Background: an optimization exercise with open tools, aiming at small area, a short achievable clock period and few clock cycles per item. Do not read the settings as production practice. The RTL was checked by simulation tests, not by an equivalence proof against the original design.

==> inputs of run a <==
Design xcorr, start of the top module:
module xcorr(input clk,
             input rst_n,
             input start_flag,
             input finish_left,
             input finish_right,
             input signed[17:0]mic_1,
             input signed[17:0]mic_2,
             output reg[5:0]sequence_num,
             output reg finished,
             output reg finished_temp1);
export LEC_CHECK = 0
export CAP_MARGIN = 20
export CORE_MARGIN = 2
export CORE_UTILIZATION = 40
export PLACE_DENSITY = 0.6
export SLEW_MARGIN = 20
export SYNTH_MEMORY_MAX_BITS = 16384
create_clock -name core_clock -period 12.0 [get_ports {clk}]
standard.sh (not shown) runs the stock make flow with config.mk's settings and CLKGATE_MAP_FILE= SYNTH_SCRIPT=/design/flow/synth_recipe.tcl, a recipe that flattens the netlist after the stock synthesis.
==> flow/flow/run.sh <==
#!/bin/bash
# The standard ORFS layout, with repair_timing aiming for a larger setup
# slack than the default 0, so that paths well inside the clock period are
# still sped up. Constraints and clock period are the design's.
set -euo pipefail
bash standard.sh SETUP_SLACK_MARGIN=7.8 TNS_END_PERCENT=10 finish > standard.log 2>&1
==> inputs of run b, as changes to run a <==
--- a/flow/design.v
+++ b/flow/design.v
@@ -592,36 +592,21 @@
     end
     always @(posedge clk)begin
         p1_d <= mic_1;
         if (pop)
             p0_d <= p1_v ? p1_d : mic_1;
         else if (!p0_v)
             p0_d <= mic_1;
     end
-    reg sh_r;
-    reg rot_r;
-    reg [17:0] din_r;
-    always @(posedge clk or negedge rst_n)begin
-        if (!rst_n)begin
-            sh_r  <= 0;
-            rot_r <= 0;
-        end
-        else begin
-            sh_r  <= pop | rot;
-            rot_r <= rot;
-        end
-    end
-    always @(posedge clk)
-        din_r <= p0_d;
     xcorr_sdp_ram #(.N(N), .DW(18), .NT(NT)) ram_inst(
     .clk(clk),
-    .shift(sh_r),
-    .rot(rot_r),
-    .din(din_r),
+    .shift(pop | rot),
+    .rot(rot),
+    .din(p0_d),
     .taps(taps)
     );
 endmodule
 module xcorr(input clk,
              input rst_n,
              input start_flag,
              input finish_left,
              input finish_right,
@@ -714,53 +699,39 @@
             begin
                 fb <= 1'b1;
                 kn <= 0;
             end
             else if (ev)
                 kn <= kn+1'b1;
         end
     end
-    reg [7:0] oh;
-    reg [AW-1:0] ki;
-    reg first_step;         
-    reg last_o, last_p, last_a, last_b;
-    wire last_i = (oh != 0) & (ki == N-1);
+    wire first_i = issuing & (k == 0);
+    wire last_i  = issuing & (k == N-1);
+    reg first_o, first_p, last_o, last_p, last_a, last_b;
     always @(posedge clk or negedge rst_n) begin
         if (!rst_n)
         begin
-            oh         <= 0;
-            ki         <= 0;
-            first_step <= 0;
-            last_o     <= 0;
-            last_p     <= 0;
-            last_a     <= 0;
-            last_b     <= 0;
+            first_o <= 0;
+            first_p <= 0;
+            last_o  <= 0;
+            last_p  <= 0;
+            last_a  <= 0;
+            last_b  <= 0;
         end
         else
         begin
-            oh <= issuing ? (8'd1 << fc) : 8'd0;
-            ki <= k;
-            if (ev)
-                first_step <= (kn == 0);
-            else if (fc == 3'd7)
-                first_step <= 1'b0;
-            last_o <= last_i;
-            last_p <= last_o;
-            last_a <= last_p;
-            last_b <= last_a;
+            first_o <= first_i;
+            first_p <= first_o;
+            last_o  <= last_i;
+            last_p  <= last_o;
+            last_a  <= last_p;
+            last_b  <= last_a;
         end
     end
-    wire [MAXS:0] kge;
-    genvar g;
-    generate
-        for (g = 0; g <= MAXS; g = g+1) begin : kg
-            assign kge[g] = (ki >= g);
-        end
-    endgenerate
     wire [NM*AccW-1:0] head;    
     localparam LW = 22;               
     localparam HW = AccW-LW;
     genvar m;
     generate
         for (m = 0; m < NM; m = m+1) begin : mac
             reg [17:0] opa;
             reg [8:0] bone;
@@ -780,48 +751,55 @@
             reg [17:0] a_n;
             reg [17:0] b_n;
             integer c, l;
             always @(*) begin
                 a_n = 0;
                 b_n = 0;
                 for (c = 0; c < 8; c = c+1) begin
                     l = 8*c+m;
-                    if (l <= MAXS) begin
-                        a_n = a_n | (t2[17:0] & {18{oh[c]}});
-                        b_n = b_n | (t1[18*l +: 18] & {18{oh[c] & kge[l]}});
-                    end
-                    else if (l <= 2*MAXS) begin
-                        a_n = a_n | (t1[17:0] & {18{oh[c]}});
-                        b_n = b_n | (t2[18*(l-MAXS) +: 18] & {18{oh[c] & kge[l-MAXS]}});
+                    if (fc == c) begin
+                        if (l <= MAXS) begin
+                            a_n = t2[17:0];
+                            b_n = (k >= l) ? t1[18*l +: 18] : 18'd0;
+                        end
+                        else if (l <= 2*MAXS) begin
+                            a_n = t1[17:0];
+                            b_n = (k >= l-MAXS) ? t2[18*(l-MAXS) +: 18] : 18'd0;
+                        end
                     end
                 end
+                if (!issuing) begin
+                    a_n = 0;
+                    b_n = 0;
+                end
             end
             xcorr_benc enc(.b(b_n), .one(eone), .two(etwo), .neg(eneg));
             xcorr_bmul mul(.a(opa), .one(bone), .two(btwo), .neg(bneg), .s(ms), .c(mc));
-            wire [LW+1:0] lo = {2'b00, acc[7][LW-1:0]} + {2'b00, ps[LW-1:0]} + {2'b00, pc[LW-1:0]};
+            wire [AccW-1:0] base = first_p ? {AccW{1'b0}} : acc[7];
+            wire [LW+1:0] lo = {2'b00, base[LW-1:0]} + {2'b00, ps[LW-1:0]} + {2'b00, pc[LW-1:0]};
             wire [HW-1:0] hi = acc[0][AccW-1:LW] + {{(HW-36+LW){1'b0}}, hs}
                                + {{(HW-36+LW){1'b0}}, hc} + {{(HW-2){1'b0}}, cy}
                                - {{(HW-36+LW){1'b0}}, 1'b1, {(35-LW){1'b0}}};
             always @(posedge clk) begin
                 opa    <= a_n;
                 bone   <= eone;
                 btwo   <= etwo;
                 bneg   <= eneg;
                 ps     <= ms;
                 pc     <= mc;
                 hs     <= ps[35:LW];
                 hc     <= pc[35:LW];
                 cy     <= lo[LW+1:LW];
-                acc[0] <= {acc[7][AccW-1:LW], lo[LW-1:0]};
+                acc[0] <= {base[AccW-1:LW], lo[LW-1:0]};
                 acc[1] <= {hi, acc[0][LW-1:0]};
                 acc[2] <= acc[1];
                 acc[3] <= acc[2];
                 acc[4] <= acc[3];
-                acc[5] <= acc[4] & {AccW{~first_step}};
+                acc[5] <= acc[4];
                 acc[6] <= acc[5];
                 acc[7] <= acc[6];
             end
             assign head[m*AccW +: AccW] = acc[1];
         end
     endgenerate
     reg v1, v2, v3;
     reg signed [AccW-1:0] w1 [0:3];
==> flow/run.sh (new file) <==
#!/bin/bash
# synth_recipe.tcl (not shown) runs the flow's synth.tcl, then flattens the netlist and writes it again
# the make line also repeats each setting of config.mk as NAME=value (left out here)
make -C /OpenROAD-flow-scripts/flow DESIGN_CONFIG=/design/flow/config.mk WORK_HOME=/design/flow/orfs CLKGATE_MAP_FILE= SYNTH_SCRIPT=/design/flow/synth_recipe.tcl finish
removed: flow/flow/run.sh
removed: flow/standard.sh
==> inputs of run c, as changes to run a <==
--- a/flow/design.v
+++ b/flow/design.v
@@ -763,18 +763,17 @@
     generate
         for (m = 0; m < NM; m = m+1) begin : mac
             reg [17:0] opa;
             reg [8:0] bone;
             reg [8:0] btwo;
             reg [8:0] bneg;
             reg [35:0] ps;
             reg [35:0] pc;
-            reg [35-LW:0] hs;
-            reg [35-LW:0] hc;
+            reg [HW-1:0] hsum;
             reg [1:0] cy;
             reg [AccW-1:0] acc [0:7];
             wire [35:0] ms;
             wire [35:0] mc;
             wire [8:0] eone;
             wire [8:0] etwo;
             wire [8:0] eneg;
             reg [17:0] a_n;
@@ -793,28 +792,28 @@
                         a_n = a_n | (t1[17:0] & {18{oh[c]}});
                         b_n = b_n | (t2[18*(l-MAXS) +: 18] & {18{oh[c] & kge[l-MAXS]}});
                     end
                 end
             end
             xcorr_benc enc(.b(b_n), .one(eone), .two(etwo), .neg(eneg));
             xcorr_bmul mul(.a(opa), .one(bone), .two(btwo), .neg(bneg), .s(ms), .c(mc));
             wire [LW+1:0] lo = {2'b00, acc[7][LW-1:0]} + {2'b00, ps[LW-1:0]} + {2'b00, pc[LW-1:0]};
-            wire [HW-1:0] hi = acc[0][AccW-1:LW] + {{(HW-36+LW){1'b0}}, hs}
-                               + {{(HW-36+LW){1'b0}}, hc} + {{(HW-2){1'b0}}, cy}
-                               - {{(HW-36+LW){1'b0}}, 1'b1, {(35-LW){1'b0}}};
+            wire [HW-1:0] hsum_n = {{(HW-36+LW){1'b0}}, ps[35:LW]}
+                                   + {{(HW-36+LW){1'b0}}, pc[35:LW]}
+                                   - {{(HW-36+LW){1'b0}}, 1'b1, {(35-LW){1'b0}}};
+            wire [HW-1:0] hi = acc[0][AccW-1:LW] + hsum + {{(HW-2){1'b0}}, cy};
             always @(posedge clk) begin
                 opa    <= a_n;
                 bone   <= eone;
                 btwo   <= etwo;
                 bneg   <= eneg;
                 ps     <= ms;
                 pc     <= mc;
-                hs     <= ps[35:LW];
-                hc     <= pc[35:LW];
+                hsum   <= hsum_n;
                 cy     <= lo[LW+1:LW];
                 acc[0] <= {acc[7][AccW-1:LW], lo[LW-1:0]};
                 acc[1] <= {hi, acc[0][LW-1:0]};
                 acc[2] <= acc[1];
                 acc[3] <= acc[2];
                 acc[4] <= acc[3];
                 acc[5] <= acc[4] & {AccW{~first_step}};
                 acc[6] <= acc[5];
==> flow/flow/run.sh (replaced) <==
#!/bin/bash
# The standard ORFS layout, with three changes to how it is made:
# - repair_timing aims for a larger setup slack than the default 0, so
#   that paths well inside the clock period are still sped up;
# - clock tree synthesis adds no dummy loads;
# - the port buffers are buf_4 cells rather than the default delay cells.
# Constraints and clock period are the design's.
set -euo pipefail
bash standard.sh SETUP_SLACK_MARGIN=8.2 TNS_END_PERCENT=10 \
    "CTS_ARGS=-sink_clustering_enable -repair_clock_nets -dont_use_dummy_load" \
    "BUFFER_PORTS_ARGS=-buffer_cell sky130_fd_sc_hd__buf_4" \
    finish > standard.log 2>&1
CORE_UTILIZATION = 50   (was 40)
PLACE_DENSITY = 0.7   (was 0.6)
==> notes.md <==
item	run a	run c	run b
Run status	no timing/DRC/antenna violations	no timing/DRC/antenna violations	no timing/DRC/antenna violations
Area of the core	1160000 um^2	925000 um^2	1170000 um^2
Post-synthesis cell count	25460	25712	26241
Flip-flop and latch count after synthesis	13642	13554	13588
Synth Area in Simple Gates	1.97%	2.19%	2.25%
Maximum number of pins on one net before global-route repair	215	218	211
Synth top area share	59.9%	59.8%	59.5%
Maximum number of buffers from clock root to sink	6	5	6
Share of synthesized cell area in full adder, half adder and majority cells	7.98%	7.85%	7.93%
Buffer count from post-CTS setup fixing	6	13	0
Count of cell instances traversed by the critical path	10	9	8
Final critical-path required period	4.22 ns	4.05 ns	6.41 ns
Register-to-Register Path Depth	10	9	8
Number of placed instances, taps included	40382	37392	41213
Post-Synth XOR/XNOR Area	3.31%	3.41%	3.29%
Layout clock buffer count	1766	1309	1775
Insertion delay of the later-clocked pin in the worst-skew pair	1.28 ns	1.17 ns	1.29 ns
Reg2reg end	mac[1].pc[19]$_DFF_P_	mac[5].btwo[6]$_DFF_P_	mic_data_store_inst2.ram_inst.mem[1871]$_DFFE_PP_
Testbench counts of run a, summed over its fixed seeds: cycles 66,016, items 32.
Testbench counts of run b, summed over its fixed seeds: cycles 65,984, items 32.
Testbench counts of run c, summed over its fixed seeds: cycles 66,016, items 32.

what the ideal ports hide:
In the flow no input, the clock included, has a driving cell. The finished layouts below were timed again as built, in two steps.
Step 1 sets driving cells, clkbuf_16 on the clock port and buf_2 on the other inputs (assumed; they add their load-dependent delay and slew).
Step 2 moves the port delays by t, midway between the first and last clock arrival at a register: inputs arrive t later, outputs are due t later. That takes back most of the time a late clock gives input paths.
a / b / c = no drivers / after step 1 / after step 2; a / b = the first two.
run | t (ns) | slack for setup (ns) | worst slew at a driven data input, ns
run a | 1.370 | 7.784 / 7.654 / 7.784 | 0.06
run b | 1.373 | 5.594 / 5.594 / 5.594 | 0.15
run c | 1.224 | 7.948 / 7.872 / 7.948 | 0.11
After both steps setup and hold are still met in every run listed.
